This is an optimization exercise on Yosys and OpenROAD, whose aim is small area, not a production implementation.
RTL that was checked went through simulation tests only; none was proved equivalent to the original.
Power is estimated from default activity; no workload was simulated.

==> juniper <==
// home_inventory_top
module home_inventory_top (
    input  wire        wb_clk_i,
    input  wire        wb_rst_i,
    input  wire        wbs_stb_i,
    input  wire        wbs_cyc_i,
    input  wire        wbs_we_i,
    input  wire [3:0]  wbs_sel_i,
    input  wire [31:0] wbs_dat_i,
    input  wire [31:0] wbs_adr_i,
    output wire        wbs_ack_o,
    output wire [31:0] wbs_dat_o,
    input  wire [7:0]  core_status,
    output wire        ctrl_enable,
    output wire        ctrl_start,
    output wire [2:0]  irq_en
    ,
    output wire        adc_sclk,
    output wire        adc_cs_n,
    output wire        adc_mosi,
    input  wire        adc_miso
);
export LEC_CHECK = 0
export CAP_MARGIN = 20
export CORE_MARGIN = 2
export CORE_UTILIZATION = 60
export CTS_BUF_LIST = sky130_fd_sc_hd__clkbuf_4 sky130_fd_sc_hd__clkbuf_8
export PLACE_DENSITY = 0.75
export SLEW_MARGIN = 20
create_clock -name core_clock -period 15.0 [get_ports {wb_clk_i}]
run.sh (not shown) runs the stock make flow with config.mk's settings and CLKGATE_MAP_FILE= SYNTH_SCRIPT=/design/flow/synth_recipe.tcl, a recipe that flattens the netlist after the stock synthesis.
==> yarrow (differences from juniper) <==
--- a/flow/design.v
+++ b/flow/design.v
@@ -153,22 +153,10 @@
     always @(posedge clk) begin
         if (fv_r) raw_r <= frame_r[191:0];
         if (rst)       raw_ok <= 1'b0;
         else if (fv_r) raw_ok <= 1'b1;
     end
-    reg [31:0] snap_r;
-    always @(posedge clk) begin
-        if (rst)
-            snap_r <= 32'h0;
-        else if (wr_snap) begin
-            if (sel[0]) snap_r[ 7: 0] <= din[ 7: 0];
-            if (sel[1]) snap_r[15: 8] <= din[15: 8];
-            if (sel[2]) snap_r[23:16] <= din[23:16];
-            if (sel[3]) snap_r[31:24] <= din[31:24];
-        end else if (fv_r)
-            snap_r <= snap_r + 32'h1;
-    end
     reg [3:0] seq_r;    
     always @(posedge clk) begin
         if (rst)                 seq_r <= 4'd0;
         else if (fv_r)           seq_r <= 4'd1;
         else if (seq_r == 4'd9)  seq_r <= 4'd0;
@@ -220,12 +208,20 @@
     wire [2:0] cmp_ch = lowest8(dirty_r);
     wire [7:0] cmp_oh = 8'h01 << cmp_ch;
     reg [23:0] cmp_s;
     reg [31:0] cmp_t;
     always @(*) begin
-        cmp_s = frame_r[191 - 24*cmp_ch -: 24];
-        cmp_t = thr_r[32*cmp_ch +: 32];
+        case (cmp_ch)
+            3'd0:    begin cmp_s = frame_r[191:168]; cmp_t = thr_r[ 31:  0]; end
+            3'd1:    begin cmp_s = frame_r[167:144]; cmp_t = thr_r[ 63: 32]; end
+            3'd2:    begin cmp_s = frame_r[143:120]; cmp_t = thr_r[ 95: 64]; end
+            3'd3:    begin cmp_s = frame_r[119: 96]; cmp_t = thr_r[127: 96]; end
+            3'd4:    begin cmp_s = frame_r[ 95: 72]; cmp_t = thr_r[159:128]; end
+            3'd5:    begin cmp_s = frame_r[ 71: 48]; cmp_t = thr_r[191:160]; end
+            3'd6:    begin cmp_s = frame_r[ 47: 24]; cmp_t = thr_r[223:192]; end
+            default: begin cmp_s = frame_r[ 23:  0]; cmp_t = thr_r[255:224]; end
+        endcase
     end
     wire cmp_ge = $signed({{8{cmp_s[23]}}, cmp_s}) >= $signed(cmp_t);
     wire [7:0] thr_wr_oh = wr_thr ? (8'h01 << wa[2:0]) : 8'h00;
     always @(posedge clk) begin
         if (cap_chans_done)
@@ -294,44 +290,59 @@
                 end
             end
         end
     endgenerate
     reg [255:0] cnt_r;
-    reg [7:0]   cinc_r;      
+    reg [31:0]  snap_r;
+    reg [8:0]   cinc_r;      
+    function automatic [3:0] lowest9(input [8:0] v);
+        integer i;
+        begin
+            lowest9 = 4'd0;
+            for (i = 8; i >= 0; i = i - 1)
+                if (v[i]) lowest9 = i[3:0];
+        end
+    endfunction
     wire        commit  = ~wb_fire & (|cinc_r);
-    wire [2:0]  cpend   = lowest8(cinc_r);
-    wire [2:0]  cidx    = wb_fire ? wa[2:0] : cpend;
+    wire [3:0]  cpend   = lowest9(cinc_r);
+    wire [3:0]  cidx    = wb_fire ? (wr_snap | (wa == 9'h08C) ? 4'd8 : {1'b0, wa[2:0]}) : cpend;
+    wire [8:0]  cidx_oh = 9'h001 << cidx;
     reg  [31:0] cm;
-    wire [7:0]  cidx_oh = 8'h01 << cidx;
     integer jc;
     always @(*) begin
-        cm = 32'h0;
+        cm = cidx_oh[8] ? snap_r : 32'h0;
         for (jc = 0; jc < 8; jc = jc + 1)
             if (cidx_oh[jc]) cm = cm | cnt_r[32*jc +: 32];
     end
-    wire [31:0] cm_inc  = (&cm) ? cm : cm + 32'h1;
-    wire [31:0] cvis    = cinc_r[cidx] ? cm_inc : cm;
+    wire [31:0] cm_inc  = ((&cm) & ~cidx_oh[8]) ? cm : cm + 32'h1;
+    wire [31:0] cvis    = (|(cinc_r & cidx_oh)) ? cm_inc : cm;
     wire [31:0] cnt_wmerge = {sel[3] ? din[31:24] : cvis[31:24],
                               sel[2] ? din[23:16] : cvis[23:16],
                               sel[1] ? din[15: 8] : cvis[15: 8],
                               sel[0] ? din[ 7: 0] : cvis[ 7: 0]};
-    wire [31:0] cnt_bus = (rst | clr_cnt) ? 32'h0 : (wr_cnt ? cnt_wmerge : cm_inc);
-    wire [7:0] cwr_oh = wr_cnt ? (8'h01 << wa[2:0]) : 8'h00;
-    wire [7:0] ccm_oh = commit ? (8'h01 << cpend) : 8'h00;
+    wire [31:0] cnt_bus = (rst | clr_cnt) ? 32'h0 : ((wr_cnt | wr_snap) ? cnt_wmerge : cm_inc);
+    wire [8:0] cwr_oh = {wr_snap, wr_cnt ? (8'h01 << wa[2:0]) : 8'h00};
+    wire [8:0] ccm_oh = commit ? cidx_oh : 9'h000;
     generate
         for (gk = 0; gk < 8; gk = gk + 1) begin : g_cnt
             always @(posedge clk) begin
                 if (rst | clr_cnt | cwr_oh[gk] | ccm_oh[gk])
                     cnt_r[32*gk +: 32] <= cnt_bus;
             end
         end
     endgenerate
     always @(posedge clk) begin
-        if (rst | clr_cnt)
-            cinc_r <= 8'h00;
-        else
-            cinc_r <= ((cinc_r & ~ccm_oh) | evt) & ~cwr_oh;
+        if (rst | cwr_oh[8] | ccm_oh[8])
+            snap_r <= cnt_bus;
+    end
+    always @(posedge clk) begin
+        if (rst)
+            cinc_r <= 9'h000;
+        else begin
+            cinc_r <= ((cinc_r & ~ccm_oh) | {fv_r, evt}) & ~cwr_oh;
+            if (clr_cnt) cinc_r[7:0] <= 8'h00;
+        end
     end
     wire [7:0] wa_oh = 8'h01 << wa[2:0];
     wire        is_delta = (wa[8:3] == 6'b100001);
     wire        is_lts   = (wa == 9'h110);
     wire [7:0]  lts_oh   = 8'h01 << lts_ch;
@@ -375,12 +386,11 @@
                 rdata = rdata | {{8{raw_r[191 - 24*j]}}, raw_r[191 - 24*j -: 24]};
             if (wa == 9'h0C0 + j) rdata = rdata | tare_r[32*j +: 32];
             if (wa == 9'h0C8 + j) rdata = rdata | scale_r[32*j +: 32];
             if (wa == 9'h120 + j) rdata = rdata | thr_r[32*j +: 32];
         end
-        if (wa == 9'h08C) rdata = rdata | snap_r;
-        if (wa[8:3] == 6'b100000) rdata = rdata | cvis;
+        if ((wa == 9'h08C) || (wa[8:3] == 6'b100000)) rdata = rdata | cvis;
         if (delta_ok) rdata = rdata | delta;
         if (ts_ok) rdata = rdata | ts_sel;
         if (wa == 9'h111) rdata = rdata | {24'h0, evt_en_r};
         if (!hi_ok) rdata = 32'h0;
     end
==> flow/flow/run.sh (new file) <==
#!/bin/bash
set -euo pipefail
W=$PWD
S=$W/orfs_scripts
rm -rf "$S"
cp -r "$FLOW_HOME/scripts" "$S"
cp "$W/flow/abc_area.script" "$S/abc_speed.script"
sed -i 's/-sink_clustering_enable \\/-sink_clustering_enable -dont_use_dummy_load \\/' "$S/cts.tcl"
grep -q dont_use_dummy_load "$S/cts.tcl"
bash standard.sh SCRIPTS_DIR="$S" "BUFFER_PORTS_ARGS=-buffer_cell sky130_fd_sc_hd__buf_2" finish > "$W/standard_finish.log" 2>&1
==> flow/flow/abc_area.script (new file) <==
&get -n
&st
&dch
&nf -R 1000
&st
&dch
&nf -R 1000
&st
&dch
&nf -R 1000
&st
&dch
&nf -R 1000
&st
&dch
&nf -R 1000
&st
&dch
&nf -R 1000
&st
&dch
&nf -R 1000
&put
topo
stime -c
==> flow/standard.sh (new file) <==
#!/bin/bash
# synth_recipe.tcl (not shown) runs the flow's synth.tcl, then flattens the netlist and writes it again
# the make line also repeats each setting of config.mk as NAME=value (left out here)
make -C /OpenROAD-flow-scripts/flow DESIGN_CONFIG=/design/flow/config.mk WORK_HOME=/design/flow/orfs CLKGATE_MAP_FILE= SYNTH_SCRIPT=/design/flow/synth_recipe.tcl "${@:-finish}"
Settings changed: CTS_BUF_LIST sky130_fd_sc_hd__clkbuf_4 sky130_fd_sc_hd__clkbuf_8 to sky130_fd_sc_hd__clkbuf_16, CTS_CLUSTER_DIAMETER set to 50, CTS_CLUSTER_SIZE set to 28.
removed: flow/run.sh
==> impl_metrics.csv <==
group,metric,value,unit
power,pwr-share-comb,8.9,%
logic_synthesis,synth_area_leaders,"edfxtp_1, a222oi_1, a22oi_1",
logic_synthesis,synth-compound-area-share,14.07,%
cells_and_area,layoutNonFillerInstCount,8807,
routing,drt-met1-wl,113.1,mm
grt,met1_usage,53.00,%
timing,slew_headroom,9.493,%
power,p_per_area,128.3,nW/um^2
run_status,status,"no timing/DRC/antenna violations",
power,pwr-share-clk,30.5,%
Source of the figures above: yarrow

==> impl_metrics.csv <==
group,metric,value,unit
power,pwr-share-clk,40.0,%
logic_synthesis,synth-compound-area-share,14.14,%
timing,slew_headroom,4.160,%
power,pwr-share-comb,5.3,%
grt,grt-busiest-layer,"met2",
critical_path,reg2reg_from,"dirty_r[6]$_SDFF_PP1_",
timing,holdWs,0.4116,ns
routing,drt-met1-wl,137.8,mm
grt,met1_usage,56.62,%
timing,fin_skew,0.08847,ns
logic_synthesis,synth_area_leaders,"edfxtp_1, a22oi_1, mux4_2",
cells_and_area,layoutNonFillerInstCount,10640,
run_status,status,"no timing/DRC/antenna violations",
grt,grt_max_degree,169,
Source of the figures above: juniper

The RTL of juniper was laid out without a check of its function.

## afterwards: timing with drivers on the ports
The results above use ideal ports. As a check the final layouts listed here were re-extracted and re-timed, cells and wires unchanged.
Step 1 assumes that a clkbuf_16 drives the clock port and a buf_2 every other input.
Step 2 also shifts input and output timing later by t, the mid clock arrival at the registers, as if the neighbouring blocks saw the same clock.
a / b / c = no drivers / after step 1 / after step 2; a / b = the first two.
run	t, ns	slack for setup (ns)	hold slack, ns	clock arrival spread, ns	pins driven straight from the clock port
juniper	1.195	2.854 / 2.854 / 2.854	0.412 / 0.412 / 0.412	0.100 / 0.101	1
yarrow	0.914	3.628 / 3.555 / 2.641	0.419 / 0.419 / 0.419	0.128 / 0.129	1
After both steps setup and hold are still met in every run listed. The setup slack of yarrow, which loses most, moves by -0.073 ns with the drivers and by -0.987 ns with both steps.
